Context: an optimization exercise on an open-source flow, tuned for small area. The choices shown serve that exercise and are no tape-out recipe.
RTL that was checked went through simulation tests only; none was proved equivalent to the original.
For runs 4 and 5, only the layout was checked, not whether the RTL still works.
Power figures rest on the tool's default switching activity, not on a simulated workload.

### design/flow/config.mk
export PLATFORM = sky130hd
export DESIGN_NAME = home_automation
export DESIGN_NICKNAME = home_automation
export VERILOG_FILES = /design/flow/design.v
export SDC_FILE = /design/flow/constraint.sdc
export NUM_CORES = 4
export LEC_CHECK = 0
export CAP_MARGIN = 20
export CORE_MARGIN = 2
export CORE_UTILIZATION = 40
export PLACE_DENSITY = 0.6
export SLEW_MARGIN = 20
### design/flow/constraint.sdc
create_clock -name core_clock -period 10.0 [get_ports {clk}]
set_input_delay 2.0000 -clock core_clock [delete_from_list [all_inputs] [get_ports {clk}]]
set_output_delay 2.0000 -clock core_clock [all_outputs]
set_load 0.01 [all_outputs]
### design/flow/design.v
module uart_controller_rx (clk, reset, rx, data_ready, data_out);
    input clk, reset, rx;
    output data_ready;
    output [7:0] data_out;
    reg  [6:0] rc;
    reg        busy;
    reg  [8:0] rs;
    wire rtick = (rc == 7'd51);
    wire rwrap = rc[6] & rc[5] & rc[3] & rc[0];            
    wire rzero = ~|rs;
    wire rstop = rs[0];
    assign data_ready = busy & rstop & rtick;
    assign data_out   = rs[8:1];
    wire [7:0] rcy;
    wire [6:0] rinc;
    assign rcy[0] = 1'b1;
    genvar i;
    generate for (i = 0; i < 7; i = i + 1) begin : g_rinc
        assign rinc[i]  = rc[i] ^ rcy[i];
        assign rcy[i+1] = rc[i] & rcy[i];
    end endgenerate
    always @(posedge clk, posedge reset) begin
        if (reset) begin
            rc   <= 7'd0;
            busy <= 1'b0;
        end else begin
            rc <= (rwrap | ~(busy | ~rx)) ? 7'd0 : rinc;
            if (~busy)
                busy <= ~rx;
            else if (data_ready)
                busy <= 1'b0;
        end
    end
    always @(posedge clk) begin
        if (~busy)
            rs <= 9'd0;
        else if (rtick & ~rstop)
            rs <= {rx | rzero, rs[8:1]};
    end
endmodule
module uart_controller_tx (clk, reset, tx, level);
    input clk, reset;
    input [1:0] level;
    output tx;
    reg  [6:0] tc;
    reg  [3:0] ts;
    reg  [1:0] td;
    wire tsend = |level;
    wire ttick = tc[6] & tc[5] & tc[2] & tc[1] & tc[0];     
    wire twrap = tc[6] & tc[5] & tc[3];                     
    wire tidle = (ts == 4'd0);
    wire [7:0] tcy;
    wire [6:0] tinc;
    wire [4:0] scy;
    wire [3:0] sinc;
    assign tcy[0] = 1'b1;
    assign scy[0] = 1'b1;
    genvar i;
    generate for (i = 0; i < 7; i = i + 1) begin : g_tinc
        assign tinc[i]  = tc[i] ^ tcy[i];
        assign tcy[i+1] = tc[i] & tcy[i];
    end
    for (i = 0; i < 4; i = i + 1) begin : g_sinc
        assign sinc[i]  = ts[i] ^ scy[i];
        assign scy[i+1] = ts[i] & scy[i];
    end endgenerate
    always @(posedge clk, posedge reset) begin
        if (reset) begin
            tc <= 7'd0;
            ts <= 4'd0;
        end else begin
            tc <= (twrap | (tidle & ~tsend)) ? 7'd0 : tinc;
            if (tidle) begin
                if (tsend) ts <= 4'd1;
            end else if (ttick)
                ts <= (ts == 4'd10) ? 4'd0 : sinc;
        end
    end
    always @(posedge clk)
        if (tidle & tsend) td <= level;
    assign tx = ~((ts == 4'd1) | (ts == 4'd2 & ~td[0]) | (ts == 4'd3 & ~td[1]) |
                  ((ts >= 4'd4) & (ts <= 4'd9)));
endmodule
module panel_controller (clk, reset, uart_rx_done, uart_rx_data,
    emergency_control_valid, ECO_mod_valid_r, ac_working_mode_r, person_count_r, security_control_valid_r);
    input clk, reset, uart_rx_done;
    input [7:0] uart_rx_data;
    output reg emergency_control_valid;
    output reg ECO_mod_valid_r;
    output reg [1:0] ac_working_mode_r;
    output reg [15:0] person_count_r;
    output reg security_control_valid_r;
    wire [16:0] pcy;
    wire [15:0] psum;
    wire [15:0] padd = {{12{uart_rx_data[3]}}, uart_rx_data[3:0]};
    assign pcy[0] = 1'b0;
    genvar i;
    generate for (i = 0; i < 16; i = i + 1) begin : g_padd
        assign psum[i]  = person_count_r[i] ^ padd[i] ^ pcy[i];
        assign pcy[i+1] = (person_count_r[i] & padd[i]) | (pcy[i] & (person_count_r[i] ^ padd[i]));
    end endgenerate
    always @(posedge clk, posedge reset) begin
        if (reset) begin
            emergency_control_valid  <= 1'b0;
            ECO_mod_valid_r          <= 1'b0;
            security_control_valid_r <= 1'b0;
            ac_working_mode_r        <= 2'b0;
            person_count_r           <= 16'd0;
        end else if (uart_rx_done) begin
            case (uart_rx_data[7:4])
                4'h1: emergency_control_valid  <= uart_rx_data[0];
                4'h0: ECO_mod_valid_r          <= uart_rx_data[0];
                4'h7: security_control_valid_r <= uart_rx_data[0];
                4'ha: ac_working_mode_r        <= uart_rx_data[1:0];
                4'hc: person_count_r <= psum;
                default: ;
            endcase
        end
    end
endmodule
module ac_control_unit(btn, status, clk, reset);
    input wire clk;
    input wire reset;
    input wire btn;
    output reg status;
    reg btn_prev;
    always @(posedge clk, posedge reset) begin
        if (reset) begin
            status   <= 1'b0;
            btn_prev <= 1'b0;
        end else begin
            status   <= status ^ (btn & ~btn_prev);
            btn_prev <= btn;
        end
    end
endmodule
module ac_economy_mode (input eco_mode_valid_i, input [8-1:0] WINDOW_STATUS_i,
    input [4-1:0] DOOR_STATUS_i, output close_ac_o);
    assign close_ac_o = eco_mode_valid_i & ((|WINDOW_STATUS_i) | (|DOOR_STATUS_i));
endmodule
module ac_temp_controller (input [1:0] ac_working_mode_i, input [8-1:0] temparature_i,
    output heater_mode_active_o, output cooler_mode_active_o);
    assign cooler_mode_active_o = (temparature_i > 20) & ac_working_mode_i[0];
    assign heater_mode_active_o = (temparature_i < 7) & ac_working_mode_i[1];
endmodule
module blinds_controller (input [11:0] time_i, input [7:0] sunlight_level_i, output blinds_status_o);
    assign blinds_status_o = ((6'd8 < time_i[11:6]) & (time_i[11:6] < 6'd17)) | (sunlight_level_i > 8'd128);
endmodule
module emergency_control (emergency_control_valid_i, warning_o, alert_o,
    water_meter_status_i, home_tap_status_i, gas_meter_i, gas_detector_i, stove_status_i, ac_system_status_i);
    input emergency_control_valid_i;
    output warning_o, alert_o;
    input water_meter_status_i;
    input [7:0] home_tap_status_i;
    input gas_meter_i, gas_detector_i;
    input [1:0] stove_status_i;
    input ac_system_status_i;
    assign warning_o = emergency_control_valid_i & water_meter_status_i & ~(|home_tap_status_i);
    assign alert_o   = emergency_control_valid_i &
        ((gas_meter_i & ~((|stove_status_i) | ac_system_status_i)) | gas_detector_i);
endmodule
module fsm_lights(a, b, clk, rst, led_status);
    input wire a;
    input wire b;
    input wire clk;
    input wire rst;
    output reg [2:0] led_status;
    wire pa = a & ~b;
    wire pb = ~a & b;
    always @(posedge clk, posedge rst) begin
        if (rst)
            led_status <= 3'd0;
        else begin
            case (led_status)
                3'd0: led_status <= pa ? 3'd1 : (pb ? 3'd2 : 3'd0);
                3'd1: led_status <= pa ? 3'd2 : 3'd1;
                3'd2: led_status <= pa ? 3'd3 : (pb ? 3'd4 : 3'd2);
                3'd3: led_status <= pa ? 3'd4 : 3'd3;
                default: led_status <= pa ? 3'd0 : 3'd4;
            endcase
        end
    end
endmodule
module secuirty_hazard_controller (clk, reset, threat, security_level);
    input clk, reset, threat;
    output reg [1:0] security_level;
    reg [13:0] hc;
    reg  [7:0] hz;
    wire hact = |hc;
    wire hend = hc[13] & hc[10] & hc[9] & hc[8] & hc[4];    
    wire [14:0] hcy;
    wire [13:0] hinc;
    wire [8:0] zcy;
    wire [7:0] zinc;
    assign hcy[0] = 1'b1;
    assign zcy[0] = 1'b1;
    genvar i;
    generate for (i = 0; i < 14; i = i + 1) begin : g_hinc
        assign hinc[i]  = hc[i] ^ hcy[i];
        assign hcy[i+1] = hc[i] & hcy[i];
    end
    for (i = 0; i < 8; i = i + 1) begin : g_zinc
        assign zinc[i]  = hz[i] ^ zcy[i];
        assign zcy[i+1] = hz[i] & zcy[i];
    end endgenerate
    always @(posedge clk, posedge reset) begin
        if (reset) begin
            hc             <= 14'd0;
            hz             <= 8'd0;
            security_level <= 2'd0;
        end else begin
            if (hend)
                hc <= 14'd0;
            else if (hact | threat)
                hc <= hinc;
            if (hact & threat)
                hz <= zinc;
            if (hend)
                security_level <= (hz < 8'd3) ? 2'd0 : (hz < 8'd7) ? 2'd1 : (hz < 8'd11) ? 2'd2 : 2'd3;
        end
    end
endmodule
module security_controller (input security_control_valid_i, input [15:0] person_count_i,
    output lock_doors_o, output lock_windows_o);
    wire on = security_control_valid_i & (person_count_i == 16'd0);
    assign lock_doors_o   = on;
    assign lock_windows_o = on;
endmodule
module home_automation
    (
        input clk, reset,
        input rx,
        output tx,
        output warning_o, alert_o,
        input AC_push_button,
        input threat,
        input [8-1:0] temparature_i,
        input [8-1:0] WINDOW_STATUS_i,
        input [4-1:0] DOOR_STATUS_i,
        input [11:0] time_i,
        input [7:0] sunlight_level_i,
        output blinds_status_o,
        input wire a,
        input wire b,
        output wire [2:0] led_status,
        input water_meter_status_i,
        input [7:0] home_tap_status_i,
        input gas_meter_i,
        input gas_detector_i,
        input [1:0] stove_status_i,
        output AC_heat_o, AC_cool_o,
        output lock_doors_o, lock_windows_o
    );
    wire uart_rx_done;
    wire [7:0] uart_rx_data;
    wire [1:0] security_level;
    uart_controller_rx UART_RX (clk, reset, rx, uart_rx_done, uart_rx_data);
    uart_controller_tx UART_TX (clk, reset, tx, security_level);
    wire ECO_mod_valid_r;
    wire emergency_control_valid;
    wire [1:0] ac_working_mode_r;
    wire [16-1:0] person_count_r;
    wire security_control_valid_r;
    panel_controller CONTROL_PANEL (clk, reset, uart_rx_done, uart_rx_data,
        emergency_control_valid, ECO_mod_valid_r, ac_working_mode_r, person_count_r, security_control_valid_r);
    wire AC_ECO_STATUS;
    ac_control_unit AC_UNIT_CONTROLlER (AC_push_button, AC_ECO_STATUS, clk, reset);
    fsm_lights LIGHTS (a, b, clk, reset, led_status);
    secuirty_hazard_controller SECURTY_CONTROL (clk, reset, threat, security_level);
    wire TEMPCONTROLLER_ac_heat_w, TEMPCONTROLLER_ac_cool_w, NOWASTE_ac_energy_w;
    wire [1:0] ac_mode_w = ac_working_mode_r & {2{AC_ECO_STATUS}};
    assign AC_heat_o = ~NOWASTE_ac_energy_w & TEMPCONTROLLER_ac_heat_w;
    assign AC_cool_o = ~NOWASTE_ac_energy_w & TEMPCONTROLLER_ac_cool_w;
    blinds_controller BLINDS_CONTROLLER (.time_i(time_i), .sunlight_level_i(sunlight_level_i),
        .blinds_status_o(blinds_status_o));
    emergency_control EMERGENCY (emergency_control_valid, warning_o, alert_o,
        water_meter_status_i, home_tap_status_i,
        gas_meter_i, gas_detector_i, stove_status_i, ac_mode_w[0]);
    ac_temp_controller AC_TEMP_CONTROLLER (.ac_working_mode_i(ac_mode_w), .temparature_i(temparature_i),
        .heater_mode_active_o(TEMPCONTROLLER_ac_heat_w), .cooler_mode_active_o(TEMPCONTROLLER_ac_cool_w));
    ac_economy_mode AC_ECO_CONTROLLER (.eco_mode_valid_i(ECO_mod_valid_r), .WINDOW_STATUS_i(WINDOW_STATUS_i),
        .DOOR_STATUS_i(DOOR_STATUS_i), .close_ac_o(NOWASTE_ac_energy_w));
    security_controller SECURTY_CONTOLLER (.security_control_valid_i(security_control_valid_r),
        .person_count_i(person_count_r), .lock_doors_o(lock_doors_o), .lock_windows_o(lock_windows_o));
endmodule
### design/flow/run.sh
#!/bin/bash
# synth_recipe.tcl (not shown) runs the flow's synth.tcl, then flattens the netlist and writes it again
# the make line also repeats each setting of config.mk as NAME=value (left out here)
make -C /OpenROAD-flow-scripts/flow DESIGN_CONFIG=/design/flow/config.mk WORK_HOME=/design/flow/orfs CLKGATE_MAP_FILE= SYNTH_SCRIPT=/design/flow/synth_recipe.tcl finish
==> results by group, run 1 <==
Run status
  • Status: complete, no violations

Layout
  • Final Non-Filler Cells: between 500 and 600
  • Nets: 532
  • Ant diodes: 0
  • Share of cells above drive strength 1: ~12%
  • Filler cell count: 946
  • Synth-to-layout area growth: 22.24%

Synthesis
  • Synthesized cell area: 4315 sq um
  • Top cell type's share of synthesized area: approximately 40%
  • Post-Synthesis Cells: 361
  • Most frequent cells after synthesis: 69 x dfrtp_1, 31 x ha_1, 24 x mux2_2
  • Cell taking the most area after synthesis: dfrtp_1
  • Primary FF master, synth: dfrtp_1
  • Synth async-reset ratio: 86.25%
  • Top-count cell post-synth: dfrtp_1
  • Syn Area/Cell: 11.95 sq um
  • Syn nets: 466
  • Yosys warnings: 6
  • Post-synthesis register bit count: 80
  • Sequential share of the synthesized area: 45.58%
  • Number of distinct library cells after synthesis: 62
  • Number of synthesized flops with an enable pin: 2
  • Most area-consuming cells after synthesis: dfrtp_1 40%, ha_1 9.0%, fa_1 6.5%

Critical path
  • CP Cell Sequence: ha_1 > fa_1 > fa_1 > fa_1 > fa_1 > fa_1 > fa_1 > fa_1 > fa_1 > fa_1 > fa_1 > fa_1 > fa_1 > fa_1 > fa_1 > xnor2_1 > nor4_1 > xor2_1
  • Cell class contributing the biggest share of worst-path delay: adder cells
  • Crit path largest cell delay: 400 ps
  • Worst Path Buf+Inv: 0
  • Worst EP required: 10280 ps
  • Critical Path End: CONTROL_PANEL.person_count_r[15]
  • Top cell by count, worst path: fa_1
  • Stages on the worst setup path: 18
  • R2r endpoint: CONTROL_PANEL.person_count_r[15]
  • R2r startpoint: UART_RX.rs[1]
  • Critical Path Sink Type: flip-flop
  • CP startpoint: UART_RX.rs[1]
  • WS Path Type: flip-flop to flip-flop
  • WP data arrival: 6980 ps
  • Critical-path maximum fanout: 8
  • Reg2reg setup slack: about 3300 ps
  • Critical Path Source Type: flip-flop
  • Worst r2r path cells: 18
  • Slowest cell on crit path: dfxtp_1

Global route
  • GR Overflow Total: 0
  • Largest net degree at the start of global routing: 70
  • GR Util All Layers: 15.63%
  • Antenna violations before repair: 0
  • Number of global-route vias before repair: between 3000 and 4000
  • First-pass GRT wire length: 14650 um

Power and ir drop
  • Worst VDD drop: between 0.1 and 0.15 mV
  • PwrDens: between 100 and 150 nW/um^2
  • Leak pwr: 2.360 nW
  • Pwr Total: between 0.7 and 0.8 mW

Floorplanning
  • Die Height: approximately 110 um
  • Number of core rows: 37
  • Die Footprint: 11630 sq um
  • IO Pins: 71
  • Starting density of the core: slightly above 40%
  • Chip Width: 107.9 um
  • Core area: 10420 sq um

CTS
  • Cts bufs inserted: 9
  • Bufs on Longest Clock Path: 2
  • Worst-path clk slew: 80 ps
  • Root Buffer: clkbuf_8
  • Worst-skew pair later-pin latency: 350 ps
  • CTS tree: built
  • Cells resized by post-CTS repair: 0
  • Setup Fix Bufs, Post-CTS: 0
  • H-tree depth: 3
  • Sink Count: 80
  • CTS Hold Bufs: 0

Route
  • Met3 WL post-DR: 171 um
  • Top layer in use: met4
  • Detailed Route Iter0 Violations: 158
  • Via density: 5.384
  • Met2 wire len: 3996 um
  • Met1 wire length: 3770 um
  • Routed vias: around 3100
  • Routed wire per std cell: 14.25 um
  • DRT Pass-1 Iters: 4
  • Post-Route WL: 8094 um
  • Remaining DRCs: 0
  • Number of routed nets with antenna violations: 0

STA
  • Count of endpoints failing setup in the final report: 0
  • WHS: approximately 480 ps
  • Final hold viol count: 0
  • Actual slew at the worst max-slew pin: 945.2 ps
  • Max Freq: 149.2 MHz
  • Tmin final: 6701 ps
  • RSZ-0062 raised after global routing: no
  • Skew final: about 12 ps
  • Period utilization: 67.01%
  • Setup TNS: 0 ps
  • Rel. slew slack: 36.75%
  • Final Slew Violations: 0

Placed design
  • DPL Wire Length: a little under 6000 um
  • I/O Buffers: 64
  • Placer congestion estimate: 0.7774
  • Cell Count Post-Placement: between 500 and 600

Run
  • Maxcap violations: 0

Min path
  • Min-Delay Path Class: flip-flop to flip-flop
worst min path at each step:
stage | slack, ps | depth (start not counted) | end | from
2_1_floorplan | 430 | 1 | UART_RX.rc[0] | UART_RX.rc[0]
3_3_place_gp | 460 | 1 | UART_TX.tc[0] | UART_TX.tc[0]
3_5_place_dp | 460 | 1 | CONTROL_PANEL.person_count_r[15] | CONTROL_PANEL.person_count_r[15]
4_1_cts | 480 | 1 | CONTROL_PANEL.person_count_r[15] | CONTROL_PANEL.person_count_r[15]
5_1_grt | 500 | 1 | CONTROL_PANEL.person_count_r[15] | CONTROL_PANEL.person_count_r[15]
6_report | 480 | 1 | CONTROL_PANEL.person_count_r[15] | CONTROL_PANEL.person_count_r[15]
final cells by class:
class / instances / area, sq um / share of cell area, %
clock buffer: 10 / 137.6 / 2.609
tap: 136 / 170.2 / 3.226
clock inverter: 6 / 45.04 / 0.8539
sequential: 80 / 1968 / 37.31
multi-input combinational: 260 / 2261 / 42.86
timing repair buffer: 66 / 655.6 / 12.43
inverter: 10 / 37.54 / 0.7116
placed cells by master (no fill, tap or decap), types with 3 or more instances in the layout:
cell type / instances
clkbuf_8: 10
and2_1: 14
mux2i_1: 4
a21oi_1: 11
inv_1: 7
xor2_1: 3
nor2b_1: 10
nor4_1: 10
nor2_1: 12
clkdlybuf4s50_1: 64
nand2_1: 5
nor4b_1: 3
a31oi_1: 6
nand4_1: 13
nor3_1: 10
o31ai_1: 8
dfrtp_1: 69
nor3b_1: 14
mux2_2: 24
ha_1: 31
o21ai_0: 8
clkinvlp_4: 3
xnor2_1: 5
nand3_1: 8
fa_1: 14
dfxtp_1: 8
or4_1: 6
registers in the layout (all words and copies together) (netlist names), 3 cells and up:
register,cells
CONTROL_PANEL.person_count_r,16
SECURTY_CONTROL.hc,14
UART_RX.rs,9
SECURTY_CONTROL.hz,8
UART_RX.rc,7
UART_TX.tc,7
UART_TX.ts,4
LIGHTS.led_status,3
logic make-up after synthesis:
| group | after synthesis | synth area share, % |
|---|---|---|
| AOI/OAI and AO/OA | 52 | 8.728 |
| xor gates and xnor gates | 8 | 1.624 |
| buffers and inverters | 21 | 2.029 |
| and+or+nand+nor | 126 | 19.11 |
| adders and majority gates | 45 | 15.48 |
| muxes | 29 | 7.451 |
| DFF | 80 | 45.58 |
per-layer routing:
metal | up-vias | track usage [%]
met1 | 1521 | 19.84
met2 | 30 | 26.01
met3 | 14 | 3.571
met5 | - | 0
met4 | 0 | 5.769
li1 | 1493 | -
report_power, final:
part	switching [mW]	total [mW]	leakage, nW	internal (mW)
logic	0.0705	0.156	1.28	0.0860
registers	0.0427	0.407	0.996	0.364
clock network	0.120	0.217	0.0845	0.0972
stage by stage:
step	cell area, sq um	setup WS [ps]	util (%)
detailed placement	5091	3262	48.88
floorplan	4315	3546	-
global placement	5091	3316	48.88
finish	5275	3299	50.64
CTS	5274	3258	50.63
global route	5275	2943	50.64
==> run 2, diff against run 1 <==
--- a/design/flow/design.v
+++ b/design/flow/design.v
@@ -7,4 +7,5 @@
     reg  [8:0] rs;
-    wire rtick = (rc == 7'd51);
-    wire rwrap = rc[6] & rc[5] & rc[3] & rc[0];            
+    wire rtick = (rc == 7'b1000100);                       
+    wire rfb   = rc[6] ^ rc[5] ^ rc[1] ^ rc[0] ^ ~|rc[5:0];
+    wire ren   = busy | ~rx;
     wire rzero = ~|rs;
@@ -13,10 +14,2 @@
     assign data_out   = rs[8:1];
-    wire [7:0] rcy;
-    wire [6:0] rinc;
-    assign rcy[0] = 1'b1;
-    genvar i;
-    generate for (i = 0; i < 7; i = i + 1) begin : g_rinc
-        assign rinc[i]  = rc[i] ^ rcy[i];
-        assign rcy[i+1] = rc[i] & rcy[i];
-    end endgenerate
     always @(posedge clk, posedge reset) begin
@@ -26,3 +19,3 @@
         end else begin
-            rc <= (rwrap | ~(busy | ~rx)) ? 7'd0 : rinc;
+            rc <= ren ? {rc[5:0], rfb} : 7'd0;
             if (~busy)
@@ -48,17 +41,11 @@
     wire tsend = |level;
-    wire ttick = tc[6] & tc[5] & tc[2] & tc[1] & tc[0];     
-    wire twrap = tc[6] & tc[5] & tc[3];                     
     wire tidle = (ts == 4'd0);
-    wire [7:0] tcy;
-    wire [6:0] tinc;
+    wire ten   = ~tidle | tsend;
+    wire ttick = (tc == 7'b1100000);                       
+    wire tfb   = tc[6] ^ tc[5] ^ tc[1] ^ tc[0];
     wire [4:0] scy;
     wire [3:0] sinc;
-    assign tcy[0] = 1'b1;
     assign scy[0] = 1'b1;
     genvar i;
-    generate for (i = 0; i < 7; i = i + 1) begin : g_tinc
-        assign tinc[i]  = tc[i] ^ tcy[i];
-        assign tcy[i+1] = tc[i] & tcy[i];
-    end
-    for (i = 0; i < 4; i = i + 1) begin : g_sinc
+    generate for (i = 0; i < 4; i = i + 1) begin : g_sinc
         assign sinc[i]  = ts[i] ^ scy[i];
@@ -68,6 +55,6 @@
         if (reset) begin
-            tc <= 7'd0;
+            tc <= 7'b0000001;
             ts <= 4'd0;
         end else begin
-            tc <= (twrap | (tidle & ~tsend)) ? 7'd0 : tinc;
+            tc <= ten ? {tc[5:0], tfb} : 7'b0000001;
             if (tidle) begin
@@ -94,3 +81,5 @@
     wire [15:0] psum;
-    wire [15:0] padd = {{12{uart_rx_data[3]}}, uart_rx_data[3:0]};
+    wire       padd_en = uart_rx_done & (uart_rx_data[7:4] == 4'hc);
+    wire [3:0] pn      = uart_rx_data[3:0] & {4{padd_en}};
+    wire [15:0] padd   = {{12{pn[3]}}, pn};
     assign pcy[0] = 1'b0;
@@ -102,2 +91,8 @@
     always @(posedge clk, posedge reset) begin
+        if (reset)
+            person_count_r <= 16'd0;
+        else
+            person_count_r <= psum;
+    end
+    always @(posedge clk, posedge reset) begin
         if (reset) begin
@@ -107,3 +102,2 @@
             ac_working_mode_r        <= 2'b0;
-            person_count_r           <= 16'd0;
         end else if (uart_rx_done) begin
@@ -114,3 +108,2 @@
                 4'ha: ac_working_mode_r        <= uart_rx_data[1:0];
-                4'hc: person_count_r <= psum;
                 default: ;
@@ -188,16 +181,12 @@
     reg  [7:0] hz;
-    wire hact = |hc;
-    wire hend = hc[13] & hc[10] & hc[9] & hc[8] & hc[4];    
-    wire [14:0] hcy;
-    wire [13:0] hinc;
+    wire hlow  = |hc[12:0];
+    wire hact  = hc[13] | hlow;                  
+    wire hend  = hc[13] & ~hlow;                 
+    wire hfb   = (hc[13] ^ hc[8] ^ hc[2] ^ hc[1]) & ~hend;
+    wire hst   = threat & ~hact;                 
     wire [8:0] zcy;
     wire [7:0] zinc;
-    assign hcy[0] = 1'b1;
-    assign zcy[0] = 1'b1;
+    assign zcy[0] = hact & threat;
     genvar i;
-    generate for (i = 0; i < 14; i = i + 1) begin : g_hinc
-        assign hinc[i]  = hc[i] ^ hcy[i];
-        assign hcy[i+1] = hc[i] & hcy[i];
-    end
-    for (i = 0; i < 8; i = i + 1) begin : g_zinc
+    generate for (i = 0; i < 8; i = i + 1) begin : g_zinc
         assign zinc[i]  = hz[i] ^ zcy[i];
@@ -211,8 +200,4 @@
         end else begin
-            if (hend)
-                hc <= 14'd0;
-            else if (hact | threat)
-                hc <= hinc;
-            if (hact & threat)
-                hz <= zinc;
+            hc <= {hc[12:2], hc[1] | hst, hc[0], hfb};
+            hz <= zinc;
             if (hend)
==> design/flow/flow/run.sh (new file) <==
#!/bin/bash
# The standard layout (standard.sh) with three changes:
#  - after synthesis (POST_SYNTH hook) every combinational cell is given its
#    smallest drive strength; the standard repair steps resize where needed;
#  - input/output port buffers are sky130_fd_sc_hd__buf_1;
#  - the clock tree uses small clock buffers and no dummy loads.
# All ORFS logs stay under orfs/logs; make's own output goes to standard_flow.log.
set -euo pipefail
HERE=$(pwd)
CTS="-sink_clustering_enable -repair_clock_nets -buf_list {sky130_fd_sc_hd__clkbuf_4 sky130_fd_sc_hd__clkbuf_8} -root_buf sky130_fd_sc_hd__clkbuf_8 -dont_use_dummy_load"
bash standard.sh \
  "POST_SYNTH_TCL=$HERE/flow/downsize.tcl" \
  "BUFFER_PORTS_ARGS=-buffer_cell sky130_fd_sc_hd__buf_1" \
  "CTS_ARGS=$CTS" \
  finish > standard_flow.log 2>&1
==> design/flow/flow/downsize.tcl (new file) <==
# POST_SYNTH hook: give every combinational cell the smallest-area drive
# strength of its own type (same function and pins).  Registers keep the
# cell type synthesis gave them.  Later repair_design / repair_timing steps
# of the standard flow upsize or buffer again wherever slew, capacitance or
# timing need it.
set db [ord::get_db]
set block [ord::get_db_block]
set dont_use {}
if { [info exists ::env(DONT_USE_CELLS)] } { set dont_use $::env(DONT_USE_CELLS) }
array set best {}
foreach lib [$db getLibs] {
  foreach m [$lib getMasters] {
    set n [$m getName]
    if { [lsearch -exact $dont_use $n] >= 0 } { continue }
    if { ![regexp {^(sky130_fd_sc_hd__[a-z0-9]+)_([0-9]+)$} $n -> base drv] } { continue }
    set a [expr { [$m getWidth] * [$m getHeight] }]
    if { ![info exists best($base)] || $a < [lindex $best($base) 1] } {
      set best($base) [list $n $a]
    }
  }
}
set swapped 0
foreach inst [$block getInsts] {
  set m [$inst getMaster]
  set n [$m getName]
  if { ![regexp {^(sky130_fd_sc_hd__[a-z0-9]+)_([0-9]+)$} $n -> base drv] } { continue }
  if { [regexp {__(df|dl|sdf|edf|sedf|conb|clk)} $n] } { continue }
  if { ![info exists best($base)] } { continue }
  set target [lindex $best($base) 0]
  if { $target ne $n && [lindex $best($base) 1] < [expr { [$m getWidth] * [$m getHeight] }] } {
    replace_cell [$inst getName] $target
    incr swapped
  }
}
puts "downsize: swapped $swapped instances to their smallest drive strength"
==> design/flow/standard.sh (new file) <==
#!/bin/bash
# synth_recipe.tcl (not shown) runs the flow's synth.tcl, then flattens the netlist and writes it again
# the make line also repeats each setting of config.mk as NAME=value (left out here)
make -C /OpenROAD-flow-scripts/flow DESIGN_CONFIG=/design/flow/config.mk WORK_HOME=/design/flow/orfs CLKGATE_MAP_FILE= SYNTH_SCRIPT=/design/flow/synth_recipe.tcl "${@:-finish}"
removed: design/flow/run.sh
==> results by group, run 2 <==
Run status
  • Status: complete, no violations

Placed design
  • Cell Count Post-Placement: 457
  • Placer congestion estimate: 0.7384
  • I/O Buffers: 64
  • DPL Wire Length: 4054 um

CTS
  • Sink Count: 80
  • Setup Fix Bufs, Post-CTS: 0
  • Worst-path clk slew: 90 ps
  • Bufs on Longest Clock Path: 2
  • Root Buffer: clkbuf_8
  • Worst-skew pair later-pin latency: 350 ps
  • Cells resized by post-CTS repair: 0
  • CTS tree: built
  • Cts bufs inserted: 9
  • CTS Hold Bufs: 0
  • H-tree depth: 3

Critical path
  • WS Path Type: flip-flop to flip-flop
  • Crit path largest cell delay: 410 ps
  • Critical Path Source Type: flip-flop
  • Slowest cell on crit path: fa_1
  • Critical-path maximum fanout: 5
  • Critical Path Sink Type: flip-flop
  • WP data arrival: 7090 ps
  • CP Cell Sequence: or4_1 > nor4_1 > and2_1 > ha_1 > inv_1 > fa_1 > inv_1 > fa_1 > fa_1 > fa_1 > fa_1 > fa_1 > fa_1 > fa_1 > fa_1 > fa_1 > fa_1 > fa_1 > fa_1 > fa_1 > xnor2_1 > xnor2_1
  • R2r endpoint: CONTROL_PANEL.person_count_r[15]
  • Worst EP required: approximately 10000 ps
  • Reg2reg setup slack: roughly 3000 ps
  • Top cell by count, worst path: fa_1
  • R2r startpoint: UART_RX.rc[1]
  • Worst r2r path cells: 22

STA
  • Final hold viol count: 0
  • Setup TNS: 0 ps
  • Count of endpoints failing setup in the final report: 0
  • Max Freq: 144.7 MHz
  • Rel. slew slack: a little over two fifths
  • Period utilization: ~70%
  • Actual slew at the worst max-slew pin: 840.8 ps
  • Skew final: about 21 ps
  • Final Slew Violations: 0
  • RSZ-0062 raised after global routing: no
  • Tmin final: about 6900 ps

Synthesis
  • Number of synthesized flops with an enable pin: 2
  • Post-synthesis register bit count: 80
  • Number of distinct library cells after synthesis: 47
  • Top cell type's share of synthesized area: 47.77%
  • Syn Area/Cell: 12.26 sq um
  • Syn nets: around 370
  • Top-count cell post-synth: dfrtp_1
  • YS chip area: 3562 sq um
  • Most frequent cells after synthesis: 68 x dfrtp_1, 20 x nor2_1, 16 x and2_1
  • Most area-consuming cells after synthesis: dfrtp_1 48%, fa_1 7.9%, dfxtp_1 5.1%
  • Post-Synthesis Cells: 288
  • Primary FF master, synth: dfrtp_1
  • Synthesized cell area: between 3000 and 4000 sq um
  • Sequential share of the synthesized area: between 50% and 60%
  • Yosys warnings: 6
  • Synth async-reset ratio: around 86%
  • Cell taking the most area after synthesis: dfrtp_1

Layout
  • Area of the multi-input gates: 1533 sq um
  • Share of cells above drive strength 1: 5.866%
  • Leading cell types in the layout, fill and taps excluded: 68 x dfrtp_1, 64 x buf_1, 20 x nor2_1
  • Max reg flops: 16
  • Synth-to-layout area growth: 14.35%
  • Top flop regs: CONTROL_PANEL.person_count_r x16, SECURTY_CONTROL.hc x14, UART_RX.rs x9
  • Commonest non-fill, non-tap cell in the layout: dfrtp_1
  • Nets: 443
  • Final Non-Filler Cells: approximately 470
  • Most flops, register: CONTROL_PANEL.person_count_r
  • Filler cell count: 818
  • Ant diodes: 0
  • Sequential cell area: ~2000 sq um

Global route
  • Number of global-route vias before repair: between 2000 and 2500
  • GR Util All Layers: 13.57%
  • GR Overflow Total: 0
  • First-pass GRT wire length: 10630 um
  • Antenna violations before repair: 0
  • Largest net degree at the start of global routing: 70

Route
  • Detailed Route Iter0 Violations: 74
  • Number of routed nets with antenna violations: 0
  • Routed wire per std cell: 12.07 um
  • Routed vias: 2333
  • Post-Route WL: 5625 um
  • Via density: 5.006
  • Remaining DRCs: 0
  • DRT Pass-1 Iters: 4

Min path
  • Min-Delay Path Class: flip-flop to flip-flop
  • Hold Path End: SECURTY_CONTROL.hc[4]
  • Worst hold stages: 0
  • Hold Startpoint: SECURTY_CONTROL.hc[3]

Floorplanning
  • Chip Width: 97.96 um
  • Starting density of the core: 40.89%
  • IO Pins: 71
  • Core area: 8636 sq um
  • Number of core rows: 34
  • Die Height: 97.96 um
  • Die Footprint: 9595 sq um

Power and ir drop
  • Pwr Total: 0.7830 mW
  • Leak pwr: 1.759 nW
  • PwrDens: 193.9 nW/um^2
  • Worst VDD drop: ~0.083 mV

Run
  • Maxcap violations: 0
[run 2: how the worst max path moves through the flow]
stage	slack, ps	to	start	cells past startpoint
final	3090	CONTROL_PANEL.person_count_r[15]	UART_RX.rc[1]	22
after global placement	3190	CONTROL_PANEL.person_count_r[15]	UART_RX.busy	22
after global routing	2680	CONTROL_PANEL.person_count_r[15]	UART_RX.rc[1]	22
after CTS	3080	CONTROL_PANEL.person_count_r[15]	UART_RX.busy	22
after floorplan	3400	CONTROL_PANEL.person_count_r[15]	UART_RX.rc[1]	23
after detailed placement	3110	CONTROL_PANEL.person_count_r[15]	UART_RX.busy	22
[run 2: critical path, delay by kind of cell (launching register included)]
family	cells	cell delay, ps
flip-flops	1	380
XOR/XNOR	2	280
AND/OR/NAND/NOR	3	550
adder cells (fa/ha/maj)	15	5420
buffers and inverters	2	110
[run 2: layout make-up]
cell class              count  share of cell area (%)
multi-input cells         196                   37.96
repair buffers             65                   6.136
flip-flops and latches     80                   48.75
inverters                   8                  0.7437
well taps                 108                   3.347
clock buffers               9                   3.068
[run 2: kinds of logic after synthesis]
logic type,share of synthesized area [%]
buffers and inverters,1.581
xor gates and xnor gates,4.180
AOI/OAI and AO/OA,5.269
and+or+nand+nor,18.83
muxes,3.864
adders and majority gates,11.03
DFF,55.25
[run 2: per-stage QoR]
stage                     setup slack, ps  hold WS [ps]  instance area, sq um  utilization [%]
after floorplan                      3404         354.0                  3531                -
after global placement               3191         359.5                  3905            45.22
after detailed placement             3111         364.6                  3905            45.22
after CTS                            3082         364.8                  4029            46.65
after global routing                 2675         386.0                  4038            46.75
final                                3088         365.2                  4038            46.75
[run 2: power breakdown]
group	internal [mW]	leakage [nW]	switching, mW
sequential	0.397	0.974	0.0637
combinational	0.0776	0.720	0.0684
clock	0.0804	0.0647	0.0961
total	0.555	1.76	0.228
[run 2: routing by layer]
metal | track usage [%] | part of all wire (%)
met3 | 4.438 | 3.7
met4 | 4.167 | 1.0
met1 | 17.55 | 46
met2 | 21.87 | 50
met5 | 0 | 0
==> run 3, diff against run 2 <==
--- a/design/flow/flow/run.sh
+++ b/design/flow/flow/run.sh
@@ -1,3 +1,6 @@
 #!/bin/bash
-# The standard layout (standard.sh) with three changes:
+# The standard layout (standard.sh) with these changes:
+#  - synthesis is the standard synthesis script with only the ABC mapping
+#    script replaced by an area-oriented one (flow/area.abc); registers are
+#    mapped before ABC runs, so they are the standard synthesis's registers;
 #  - after synthesis (POST_SYNTH hook) every combinational cell is given its
@@ -9,4 +12,13 @@
 HERE=$(pwd)
+# synthesis script: synth_recipe.tcl, sourcing a copy of ORFS synth.tcl whose
+# abc call uses flow/area.abc as its script
+sed 's#log_cmd abc {\*}$abc_args#set si [expr {[lsearch $abc_args -script] + 1}]\nset abc_args [lreplace $abc_args $si $si '"$HERE"'/flow/area.abc]\nlog_cmd abc {*}$abc_args#' \
+  "$FLOW_HOME/scripts/synth.tcl" > "$HERE/synth_area.tcl"
+grep -q 'flow/area.abc' "$HERE/synth_area.tcl"
+sed 's#source $::env(SCRIPTS_DIR)/synth.tcl#source '"$HERE"'/synth_area.tcl#' synth_recipe.tcl > "$HERE/synth_recipe_area.tcl"
+grep -q 'synth_area.tcl' "$HERE/synth_recipe_area.tcl"
 CTS="-sink_clustering_enable -repair_clock_nets -buf_list {sky130_fd_sc_hd__clkbuf_4 sky130_fd_sc_hd__clkbuf_8} -root_buf sky130_fd_sc_hd__clkbuf_8 -dont_use_dummy_load"
 bash standard.sh \
+  "SYNTH_SCRIPT=$HERE/synth_recipe_area.tcl" \
+  "ABC_AREA=1" \
   "POST_SYNTH_TCL=$HERE/flow/downsize.tcl" \
==> design/flow/flow/area.abc (new file) <==
strash
ifraig
scorr
dc2
strash
balance
rewrite
refactor
balance
rewrite
rewrite -z
balance
refactor -z
rewrite -z
balance
dch -f
map -a
topo
dnsize
==> results by group, run 3 <==
Floorplanning
  • Chip Width: approximately 97 um
  • Die Height: 96.63 um
  • IO Pins: 71
  • Core area: 8258 sq um
  • Die Footprint: 9337 sq um
  • Starting density of the core: 41.56%
  • Number of core rows: 33

Critical path
  • Cell class contributing the biggest share of worst-path delay: adder cells
  • WS Path Type: flip-flop to flip-flop
  • WP data arrival: 7360 ps
  • Worst EP required: between 10000 and 15000 ps
  • Worst r2r path cells: 28
  • Top cell by count, worst path: fa_1
  • Crit path largest cell delay: ~420 ps
  • Worst Path Buf+Inv: 5
  • Critical-path maximum fanout: 4
  • Critical Path Sink Type: flip-flop
  • Critical Path Source Type: flip-flop
  • Slowest cell on crit path: fa_1
  • Stages on the worst setup path: 28

Run
  • Maxcap violations: 0

Layout
  • Most flops, register: CONTROL_PANEL.person_count_r
  • Final Non-Filler Cells: 502
  • Top flop regs: CONTROL_PANEL.person_count_r x16, SECURTY_CONTROL.hc x14, UART_RX.rs x9
  • Synth-to-layout area growth: 14.76%
  • Nets: 482
  • Leading cell types in the layout, fill and taps excluded: 68 x dfrtp_1, 64 x buf_1, 52 x nor2_1
  • Commonest non-fill, non-tap cell in the layout: dfrtp_1
  • Max reg flops: 16
  • Share of cells above drive strength 1: about 3.8%
  • Ant diodes: 0

Placed design
  • Placer congestion estimate: 0.7838
  • I/O Buffers: 64
  • DPL Wire Length: between 4000 and 5000 um
  • Cell Count Post-Placement: 493

STA
  • Count of endpoints failing setup in the final report: 0
  • Tmin final: 7167 ps
  • Final Slew Violations: 0
  • Setup TNS: 0 ps
  • Rel. slew slack: 43.04%
  • Skew final: 22.16 ps
  • Max Freq: roughly 140 MHz
  • Period utilization: ~70%
  • Actual slew at the worst max-slew pin: ~850 ps
  • RSZ-0062 raised after global routing: no
  • Final hold viol count: 0

Route
  • Routed vias: roughly 2500
  • Via density: 4.888
  • Remaining DRCs: 0
  • Number of routed nets with antenna violations: 0
  • Detailed Route Iter0 Violations: 33
  • Post-Route WL: 5772 um
  • DRT Pass-1 Iters: 4
  • Routed wire per std cell: 11.50 um

Synthesis
  • Post-synthesis register bit count: 80
  • Yosys warnings: 6
  • YS chip area: 3437 sq um
  • Synthesized cell area: 3432 sq um
  • Number of synthesized flops with an enable pin: 2
  • Top-count cell post-synth: dfrtp_1
  • Most frequent cells after synthesis: 68 x dfrtp_1, 52 x nor2_1, 43 x clkinv_1
  • Synth async-reset ratio: a little under nine tenths
  • Cell taking the most area after synthesis: dfrtp_1
  • Primary FF master, synth: dfrtp_1
  • Top cell type's share of synthesized area: 49.51%
  • Syn nets: 406
  • Number of distinct library cells after synthesis: 34
  • Sequential share of the synthesized area: 57.26%
  • Post-Synthesis Cells: 323
  • Syn Area/Cell: roughly 11 sq um
  • Most area-consuming cells after synthesis: dfrtp_1 50%, fa_1 8.2%, nor2_1 5.7%

Global route
  • GR Overflow Total: 0
  • First-pass GRT wire length: roughly 11000 um
  • Largest net degree at the start of global routing: 70
  • Number of global-route vias before repair: 2447
  • GR Util All Layers: 13.72%
  • Antenna violations before repair: 0

CTS
  • Worst-skew pair later-pin latency: 340 ps
  • Root Buffer: clkbuf_8
  • CTS tree: built
  • Setup Fix Bufs, Post-CTS: 0
  • Cells resized by post-CTS repair: 0
  • H-tree depth: 3
  • Bufs on Longest Clock Path: 2
  • Sink Count: 80
  • Cts bufs inserted: 9
  • Worst-path clk slew: 70 ps
  • CTS Hold Bufs: 0

Min path
  • Worst hold stages: 0
  • Min-Delay Path Class: flip-flop to flip-flop

Power and ir drop
  • PwrDens: about 220 nW/um^2
  • Leak pwr: 1.729 nW
  • Worst VDD drop: 0.09356 mV

Run status
  • Status: complete, no violations
## run 3: metrics by stage
stage                     cell area (sq um)  hold slack (ps)  util (%)  worst slack, ps  power, mW
after floorplan                        3432            354.0         -             3221     0.6396
after global placement                 3815            359.1     46.20             3021     0.6939
after detailed placement               3815            363.6     46.20             2853     0.7048
after CTS                              3939            361.4     47.70             2817     0.8847
after global routing                   3939            385.1     47.70             2490     0.9448
final                                  3939            364.1     47.70             2833     0.8710
## run 3: metal layers
metal,up-vias,wire length (um),part of all wire [%],track usage (%)
li1,1242,-,-,-
met4,0,91,1.6,5.200
met5,-,0,0,0
met1,1140,2720,47,18.00
met2,65,2612,45,21.53
met3,7,348,6.0,4.191
## run 3: final cells by class
class                           instances  area, sq um
Timing Repair Buffer                   66        255.2
Inverter                               43        161.4
Fill cell                             774         4319
Clock buffer                            9        123.9
Multi-Input combinational cell        199         1299
Tap cell                              105        131.4
Sequential cell                        80         1968
## run 3: worst paths after layout
| check | slack (ps) | endpoint | startpoint |
|---|---|---|---|
| max | 2830 | CONTROL_PANEL.person_count_r[15] | UART_RX.rc[5] |
| min | 360 | SECURTY_CONTROL.hc[12] | SECURTY_CONTROL.hc[11] |
| max reg2reg | 2830 | CONTROL_PANEL.person_count_r[15] | UART_RX.rc[5] |
| min reg2reg | 360 | SECURTY_CONTROL.hc[12] | SECURTY_CONTROL.hc[11] |
| max in group asynchronous | 7570 | CONTROL_PANEL.person_count_r[3] | reset |
| min in group asynchronous | 1880 | UART_TX.ts[0] | reset |
## run 3: cells by family (layout without fill, tap and decap cells)
kind of cell             count (synthesis)  in the layout  share of synthesized area, %
AND/OR/NAND/NOR                        116            116                         15.14
flip-flops                              80             80                         57.26
AO/OA/AOI/OAI                           49             49                         8.337
buffers and inverters                   44            118                         4.914
adder cells (fa/ha/maj)                 23             23                         11.43
XOR/XNOR                                 9              9                         2.293
multiplexers                             2              2                        0.6188
## run 3: where the power goes
| part | switching [mW] | internal [mW] |
|---|---|---|
| clock | 0.0960 | 0.0804 |
| sequential | 0.0679 | 0.416 |
| combinational | 0.121 | 0.0897 |
| total | 0.285 | 0.586 |
## run 3: worst reg2reg max path, delay by kind of cell, from the launching register on
kind                     cells  cell delay, ps
adder cells (fa/ha/maj)     15            5510
AND/OR/NAND/NOR              6             480
flip-flops                   1             370
buffers and inverters        5             340
XOR/XNOR                     2             340
==> run 4, diff against run 3 <==
--- a/design/flow/design.v
+++ b/design/flow/design.v
@@ -38,6 +38,5 @@
     reg  [6:0] tc;
-    reg  [3:0] ts;
-    reg  [1:0] td;
+    reg  [3:0] q;
     wire tsend = |level;
-    wire tidle = (ts == 4'd0);
+    wire tidle = ~|q;
     wire ten   = ~tidle | tsend;
@@ -45,10 +44,2 @@
     wire tfb   = tc[6] ^ tc[5] ^ tc[1] ^ tc[0];
-    wire [4:0] scy;
-    wire [3:0] sinc;
-    assign scy[0] = 1'b1;
-    genvar i;
-    generate for (i = 0; i < 4; i = i + 1) begin : g_sinc
-        assign sinc[i]  = ts[i] ^ scy[i];
-        assign scy[i+1] = ts[i] & scy[i];
-    end endgenerate
     always @(posedge clk, posedge reset) begin
@@ -56,3 +47,3 @@
             tc <= 7'b0000001;
-            ts <= 4'd0;
+            q  <= 4'b0000;
         end else begin
@@ -60,11 +51,12 @@
             if (tidle) begin
-                if (tsend) ts <= 4'd1;
-            end else if (ttick)
-                ts <= (ts == 4'd10) ? 4'd0 : sinc;
-        end
-    end
-    always @(posedge clk)
-        if (tidle & tsend) td <= level;
-    assign tx = ~((ts == 4'd1) | (ts == 4'd2 & ~td[0]) | (ts == 4'd3 & ~td[1]) |
-                  ((ts >= 4'd4) & (ts <= 4'd9)));
+                if (tsend) q <= {2'b10, level};
+            end else if (ttick) begin
+                if (~q[3])                 q <= {1'b0, q[2:0] + 3'd1};
+                else if (q[1:0] == 2'b00)  q <= 4'b0001;
+                else if (~q[2])            q <= {2'b11, q[1:0]};
+                else                       q <= {1'b1, q[1], 2'b00};
+            end
+        end
+    end
+    assign tx = q[3] ? (q[2] & (q[0] | ~q[1])) : ((q[2:0] == 3'd0) | (q[2:0] == 3'd7));
 endmodule
==> design/flow/flow/area.abc (replaced) <==
strash
&get -n
&st
&dch -f
&nf -R 1000
&put
topo
dnsize
==> results by group, run 4 <==
Critical path
  • Cell class contributing the biggest share of worst-path delay: adder cells
  • Critical Path Source Type: flip-flop
  • Top cell by count, worst path: fa_1
  • Slowest cell on crit path: fa_1
  • CP Cell Sequence: nor3_1 > nand4_1 > nor2_1 > and4_1 > and2_0 > ha_1 > clkinv_1 > fa_1 > clkinv_1 > fa_1 > fa_1 > fa_1 > fa_1 > fa_1 > fa_1 > fa_1 > fa_1 > fa_1 > fa_1 > fa_1 > fa_1 > fa_1 > xnor2_1 > xnor2_1
  • Critical-path maximum fanout: 6
  • Crit path largest cell delay: 400 ps
  • Worst EP required: approximately 10000 ps
  • Worst Path Buf+Inv: 2
  • Critical Path Sink Type: flip-flop
  • WS Path Type: flip-flop to flip-flop
  • WP data arrival: about 7400 ps

STA
  • Skew final: between 15 and 20 ps
  • Max Freq: roughly 140 MHz
  • Tmin final: 7145 ps
  • Period utilization: 71.45%
  • Actual slew at the worst max-slew pin: 834.9 ps
  • Count of endpoints failing setup in the final report: 0
  • Rel. slew slack: around 44%
  • Final Slew Violations: 0
  • Setup TNS: 0 ps
  • RSZ-0062 raised after global routing: no
  • Final hold viol count: 0

Route
  • Via density: roughly 5.0
  • Number of routed nets with antenna violations: 0
  • DRT Pass-1 Iters: 4
  • Routed vias: 2380
  • Routed wire per std cell: 12.20 um
  • Remaining DRCs: 0
  • Detailed Route Iter0 Violations: 76
  • Post-Route WL: 5781 um

CTS
  • Worst-skew pair later-pin latency: 340 ps
  • Root Buffer: clkbuf_8
  • Cells resized by post-CTS repair: 0
  • CTS tree: built
  • H-tree depth: 3
  • Setup Fix Bufs, Post-CTS: 0
  • CTS Hold Bufs: 0
  • Cts bufs inserted: 9
  • Sink Count: 78
  • Worst-path clk slew: 70 ps
  • Bufs on Longest Clock Path: 2

Layout
  • Top flop regs: CONTROL_PANEL.person_count_r x16, SECURTY_CONTROL.hc x14, UART_RX.rs x9
  • Final Non-Filler Cells: 474
  • Most flops, register: CONTROL_PANEL.person_count_r
  • Filler cell count: around 750
  • Commonest non-fill, non-tap cell in the layout: dfrtp_1
  • Share of cells above drive strength 1: ~3.5%
  • Final Util: a little under half
  • Nets: 457
  • Synth-to-layout area growth: 14.88%
  • Max reg flops: 16
  • Ant diodes: 0
  • Leading cell types in the layout, fill and taps excluded: 68 x dfrtp_1, 64 x buf_1, 36 x nor2_1

Synthesis
  • Primary FF master, synth: dfrtp_1
  • Synth async-reset ratio: 88.46%
  • Post-synthesis register bit count: 78
  • Cell taking the most area after synthesis: dfrtp_1
  • Sequential share of the synthesized area: between 50% and 60%
  • Syn nets: 381
  • Top-count cell post-synth: dfrtp_1
  • Number of distinct library cells after synthesis: 36
  • YS chip area: 3408 sq um
  • Yosys warnings: 6
  • Number of synthesized flops with an enable pin: 0
  • Most frequent cells after synthesis: 68 x dfrtp_1, 36 x nor2_1, 19 x o21ai_0
  • Synthesized cell area: 3405 sq um
  • Top cell type's share of synthesized area: 49.93%
  • Most area-consuming cells after synthesis: dfrtp_1 50%, fa_1 8.2%, dfxtp_1 5.3%
  • Syn Area/Cell: 11.54 sq um
  • Post-Synthesis Cells: 295

Power and ir drop
  • Leak pwr: 1.741 nW
  • Worst VDD drop: 0.1196 mV
  • PwrDens: 220.6 nW/um^2

Floorplanning
  • Number of core rows: 33
  • IO Pins: 71
  • Core area: 8217 sq um
  • Die Height: 96.26 um
  • Chip Width: 96.26 um
  • Starting density of the core: 41.43%
  • Die Footprint: 9265 sq um

Placed design
  • DPL Wire Length: approximately 4200 um
  • Cell Count Post-Placement: 465
  • I/O Buffers: 64
  • Placer congestion estimate: 0.7680

Global route
  • GR Util All Layers: 13.98%
  • Largest net degree at the start of global routing: 70
  • Number of global-route vias before repair: 2296
  • GR Overflow Total: 0
  • First-pass GRT wire length: 9936 um
  • Antenna violations before repair: 0

Run
  • Maxcap violations: 0

Min path
  • Min-Delay Path Class: flip-flop to flip-flop

Run status
  • Status: complete, no violations
run 4: cell count changes after synthesis, sizes merged, moves of 4 or more:
cell / change
nor2: -16
nand2: -4
nor2b: +6
nor3: -4
a21oi: -9
clkinv: -33
and2: +15
run 4: layer usage:
layer | vias up | routed length, um | track usage (%)
met1 | 1167 | 2665 | 18.52
met2 | 33 | 2820 | 21.82
met5 | - | 0 | 0
li1 | 1173 | - | -
met3 | 7 | 239 | 5.168
met4 | 0 | 57 | 3.571
run 4: kinds of logic (layout without fill, tap and decap cells):
group	count (synthesis)	in the layout	synth area share, %
muxes	4	4	1.321
buffers and inverters	11	85	1.322
xor gates and xnor gates	12	12	3.084
AOI/OAI and AO/OA	43	43	7.452
adders and majority gates	26	26	12.63
and+or+nand+nor	121	121	18.21
DFF	78	78	55.98
run 4: per-stage QoR:
stage          worst slack [ps]  area, sq um  power, mW  hold slack [ps]
6_report                   2855         3911     0.8630            357.2
5_1_grt                    2538         3911     0.9346            383.3
4_1_cts                    2845         3911     0.8761            363.9
3_5_place_dp               2855         3787     0.6965            360.0
3_3_place_gp               2956         3787     0.6851            352.2
2_1_floorplan              3201         3405     0.6280            345.6
run 4: worst reg2reg max path, delay by kind of cell (launching register included):
kind / cells / cell delay (ps)
adders and majority gates: 15 / 5410
buffers and inverters: 2 / 120
and+or+nand+nor: 5 / 800
DFF: 1 / 380
xor gates and xnor gates: 2 / 350
run 4: final timing paths:
kind	slack, ps	endpoint	depth (start not counted)	startpoint
worst max-delay path	2860	CONTROL_PANEL.person_count_r[15]	24	UART_RX.rc[1]
worst min-delay path	360	SECURTY_CONTROL.hc[10]	0	SECURTY_CONTROL.hc[9]
worst max register to register	2860	CONTROL_PANEL.person_count_r[15]	24	UART_RX.rc[1]
worst min register to register	360	SECURTY_CONTROL.hc[10]	0	SECURTY_CONTROL.hc[9]
max in group asynchronous	7560	SECURTY_CONTROL.hc[0]	3	reset
min in group asynchronous	1880	UART_TX.q[2]	3	reset
run 4: final cells by class:
class / count / area [sq um] / share of cell area, %
tap: 105 / 131.4 / 3.359
sequential: 78 / 1908 / 48.78
clock buffer: 9 / 123.9 / 3.167
timing repair buffer: 66 / 255.2 / 6.526
multi-input combinational: 206 / 1455 / 37.20
inverter: 10 / 37.54 / 0.9597
run 4: power breakdown:
group          internal (mW)  switching [mW]
registers              0.406          0.0786
logic                 0.0913           0.112
clock network         0.0804          0.0950
==> run 5, diff against run 4 <==
--- a/design/flow/design.v
+++ b/design/flow/design.v
@@ -12,3 +12,3 @@
     wire rstop = rs[0];
-    assign data_ready = busy & rstop & rtick;
+    assign data_ready = rstop & rtick;
     assign data_out   = rs[8:1];
@@ -26,8 +26,5 @@
     end
-    always @(posedge clk) begin
-        if (~busy)
-            rs <= 9'd0;
-        else if (rtick & ~rstop)
-            rs <= {rx | rzero, rs[8:1]};
-    end
+    wire rsh = rtick & ~rstop;
+    always @(posedge clk)
+        rs <= rsh ? {rx | rzero, rs[8:1]} : (rs & {9{busy}});
 endmodule
@@ -44,10 +41,10 @@
     wire tfb   = tc[6] ^ tc[5] ^ tc[1] ^ tc[0];
-    always @(posedge clk, posedge reset) begin
-        if (reset) begin
-            tc <= 7'b0000001;
+    always @(posedge clk)
+        tc <= ten ? {tc[5:0], tfb} : 7'b0000001;
+    always @(posedge clk, posedge reset) begin
+        if (reset) begin
             q  <= 4'b0000;
         end else begin
-            tc <= ten ? {tc[5:0], tfb} : 7'b0000001;
-            if (tidle) begin
-                if (tsend) q <= {2'b10, level};
+            if (tidle & tsend) begin
+                q <= {2'b10, level};
             end else if (ttick) begin
==> design/flow/flow/area.abc (replaced) <==
strash
balance
rewrite
refactor
balance
rewrite
rewrite -z
balance
refactor -z
rewrite -z
balance
strash
&get -n
&st
&dch -f
&nf -R 1000
&put
strash
&get -n
&st
&dch -f
&nf -R 1000
&put
strash
&get -n
&st
&dch -f
&nf -R 1000
&put
topo
dnsize
==> results by group, run 5 <==
Layout
  • Ant diodes: 0
  • Max reg flops: 16
  • Finished Cell Area: 3824 sq um
  • Leading cell types in the layout, fill and taps excluded: 64 x buf_1, 62 x dfrtp_1, 17 x nor2_1
  • Commonest non-fill, non-tap cell in the layout: buf_1
  • Synth-to-layout area growth: 15.54%
  • Filler cell count: 772
  • Most flops, register: CONTROL_PANEL.person_count_r
  • Nets: 433
  • Top flop regs: CONTROL_PANEL.person_count_r x16, SECURTY_CONTROL.hc x14, UART_RX.rs x9
  • Share of cells above drive strength 1: 3.757%
  • Area of the multi-input gates: 1393 sq um
  • Sequential cell area: roughly 1900 sq um

CTS
  • Bufs on Longest Clock Path: 2
  • Setup Fix Bufs, Post-CTS: 0
  • Root Buffer: clkbuf_8
  • H-tree depth: 3
  • Worst-skew pair later-pin latency: 340 ps
  • Cts bufs inserted: 9
  • Sink Count: 78
  • CTS Hold Bufs: 0
  • CTS tree: built
  • Worst-path clk slew: 80 ps
  • Cells resized by post-CTS repair: 0

Placed design
  • I/O Buffers: 64
  • Placer congestion estimate: just under 0.7
  • Post-Place Cell Area: 3700 sq um
  • DPL Wire Length: 4213 um

Power and ir drop
  • Switching part of the total power: about 29%
  • Worst VDD drop: 0.07938 mV
  • Comb power frac: approximately 18%
  • Pwr Total: around 0.75 mW
  • P_int: about 0.53 mW
  • Sw power: 0.2190 mW
  • PwrDens: 196.5 nW/um^2
  • Leak pwr: 1.693 nW
  • Clock Power Share: between 20% and 30%
  • Sequential power share: around three fifths

Synthesis
  • Syn nets: 356
  • Synth async-reset ratio: 79.49%
  • Yosys warnings: 6
  • Number of synthesized flops with an enable pin: 0
  • YS chip area: about 3300 sq um
  • Most frequent cells after synthesis: 62 x dfrtp_1, 17 x nor2_1, 16 x dfxtp_1
  • Synthesized cell area: approximately 3300 sq um
  • Primary FF master, synth: dfrtp_1
  • Number of distinct library cells after synthesis: 39
  • Top cell type's share of synthesized area: 46.83%
  • Post-Synthesis Cells: 271
  • Most area-consuming cells after synthesis: dfrtp_1 47%, dfxtp_1 9.7%, fa_1 8.5%
  • Sequential share of the synthesized area: 56.50%
  • Post-synthesis register bit count: 78
  • Top-count cell post-synth: dfrtp_1
  • Cell taking the most area after synthesis: dfrtp_1
  • Syn Area/Cell: 12.21 sq um

Critical path
  • Worst EP required: roughly 10000 ps
  • WP data arrival: 7520 ps
  • Top cell by count, worst path: fa_1
  • Crit path largest cell delay: slightly above 400 ps
  • WS Path Type: flip-flop to flip-flop
  • Critical Path Sink Type: flip-flop
  • Slowest cell on crit path: fa_1
  • Critical Path Source Type: flip-flop
  • Critical-path maximum fanout: 5

Route
  • Detailed Route Iter0 Violations: 63
  • Post-Route WL: 5638 um
  • Routed vias: around 2300
  • Routed wire per std cell: 12.50 um
  • Via density: 5.042
  • Number of routed nets with antenna violations: 0
  • DRT Pass-1 Iters: 4
  • Remaining DRCs: 0

Floorplanning
  • Core area: around 8100 sq um
  • Chip Width: between 90 and 100 um
  • Starting density of the core: 40.69%
  • IO Pins: just over 70
  • Die Height: 94.96 um
  • Number of core rows: 33
  • Die Footprint: 9017 sq um

STA
  • Tmin final: 7275 ps
  • RSZ-0062 raised after global routing: no
  • Period utilization: 72.75%
  • Final hold viol count: 0
  • Rel. slew slack: between 40% and 50%
  • Setup TNS: 0 ps
  • Actual slew at the worst max-slew pin: 763.1 ps
  • Skew final: roughly 15 ps
  • Max Freq: 137.5 MHz
  • Count of endpoints failing setup in the final report: 0
  • WHS: 376.7 ps
  • Final Slew Violations: 0

Global route
  • Antenna violations before repair: 0
  • GR Overflow Total: 0
  • Number of global-route vias before repair: 2116
  • First-pass GRT wire length: 9321 um
  • GR Util All Layers: 13.63%
  • Largest net degree at the start of global routing: 63

Run status
  • Status: complete, no violations

Run
  • Maxcap violations: 0

Min path
  • Min-Delay Path Class: flip-flop to flip-flop
==> run 5: cell count changes after synthesis, sizes merged, moves of 3 or more <==
cell	before	now
nand2	18	12
nor3	10	7
dfrtp	68	62
dfxtp	9	16
a21oi	8	11
a22o	0	9
o21ai	19	11
nor2	36	17
==> run 5: final cells by class <==
| class | count | area share, % |
|---|---|---|
| inverter | 11 | 1.080 |
| multi-input combinational | 181 | 36.42 |
| tap | 105 | 3.436 |
| sequential | 78 | 48.95 |
| timing repair buffer | 67 | 6.872 |
| clock buffer | 9 | 3.240 |
==> run 5: cells by family (layout without fill, tap and decap cells) <==
logic type                 after synthesis  after routing  synth area share, %
adders and majority gates               25             25                12.61
xor gates and xnor gates                11             11                2.908
DFF                                     78             78                56.50
buffers and inverters                   12             87                1.473
AOI/OAI and AO/OA                       45             45                8.912
and+or+nand+nor                         93             93                15.26
muxes                                    7              7                2.341
==> run 5: worst paths after layout <==
| path | startpoint | end | slack (ps) | cells after the start |
|---|---|---|---|---|
| hold reg to reg | SECURTY_CONTROL.hc[11] | SECURTY_CONTROL.hc[12] | 380 | 0 |
| setup / recovery | UART_RX.rc[1] | CONTROL_PANEL.person_count_r[15] | 2720 | 25 |
| min in group asynchronous | reset | UART_TX.q[3] | 1830 | 3 |
| setup reg to reg | UART_RX.rc[1] | CONTROL_PANEL.person_count_r[15] | 2720 | 25 |
| hold / removal | SECURTY_CONTROL.hc[11] | SECURTY_CONTROL.hc[12] | 380 | 0 |
| max in group asynchronous | reset | CONTROL_PANEL.person_count_r[13] | 7630 | 3 |
==> run 5: metal layers <==
| metal | wire length, um | up-vias | track usage, % |
|---|---|---|---|
| li1 | - | 1111 | - |
| met1 | 2491 | 1126 | 17.53 |
| met2 | 2854 | 33 | 21.34 |
| met3 | 243 | 4 | 4.310 |
| met4 | 48 | 0 | 5.797 |
| met5 | 0 | - | 0 |
==> run 5: worst max-delay path: cells and delay by family (launching register included) <==
family	cells	cell delay (ps)
adder cells (fa/ha/maj)	15	5460
flip-flops	1	390
buffers and inverters	2	130
XOR/XNOR	2	330
AND/OR/NAND/NOR	6	870
==> run 5: stage by stage <==
stage | std cells | worst slack [ps] | utilization, %
2_1_floorplan | 271 | 3141 | -
3_3_place_gp | 442 | 2872 | 45.49
3_5_place_dp | 442 | 2721 | 45.49
4_1_cts | 451 | 2657 | 47.01
5_1_grt | 451 | 2265 | 47.01
6_report | 451 | 2725 | 47.01
==> run 5: power by group through the flow <==
| stage | Sequential, mW | Combinational [mW] | Clock [mW] |
|---|---|---|---|
| floorplan | 0.437 | 0.0979 | 0 |
| global placement | 0.447 | 0.129 | 0 |
| detailed placement | 0.450 | 0.135 | 0 |
| CTS | 0.445 | 0.137 | 0.184 |
| global route | 0.456 | 0.155 | 0.196 |
| finish | 0.443 | 0.133 | 0.175 |

separate check: timing with driven ports:
In the flow no input, the clock included, has a driving cell. The finished layouts below were timed again as built, in two steps. Step 1 assumes that a clkbuf_16 drives the clock port and a buf_2 every other input. Step 2 adds t to the input delays and takes it off the output delays; t is the mean of the earliest and latest rising clock arrival at the registers after step 1. Input paths then give back, and output paths get back, about the clock's delay inside the block. Slacks: ideal / step 1 / step 2; pairs: ideal / step 1.
run	shift t [ns]	slack for setup (ns)	clock arrival spread, ns
run 1	0.380	3.299 / 3.299 / 3.299	0.011 / 0.012
run 2	0.363	3.088 / 3.088 / 3.088	0.028 / 0.027
run 3	0.360	2.833 / 2.833 / 2.833	0.023 / 0.023
run 4	0.357	2.855 / 2.855 / 2.855	0.016 / 0.016
run 5	0.361	2.725 / 2.725 / 2.725	0.015 / 0.016
After both steps setup and hold are still met in every run listed.
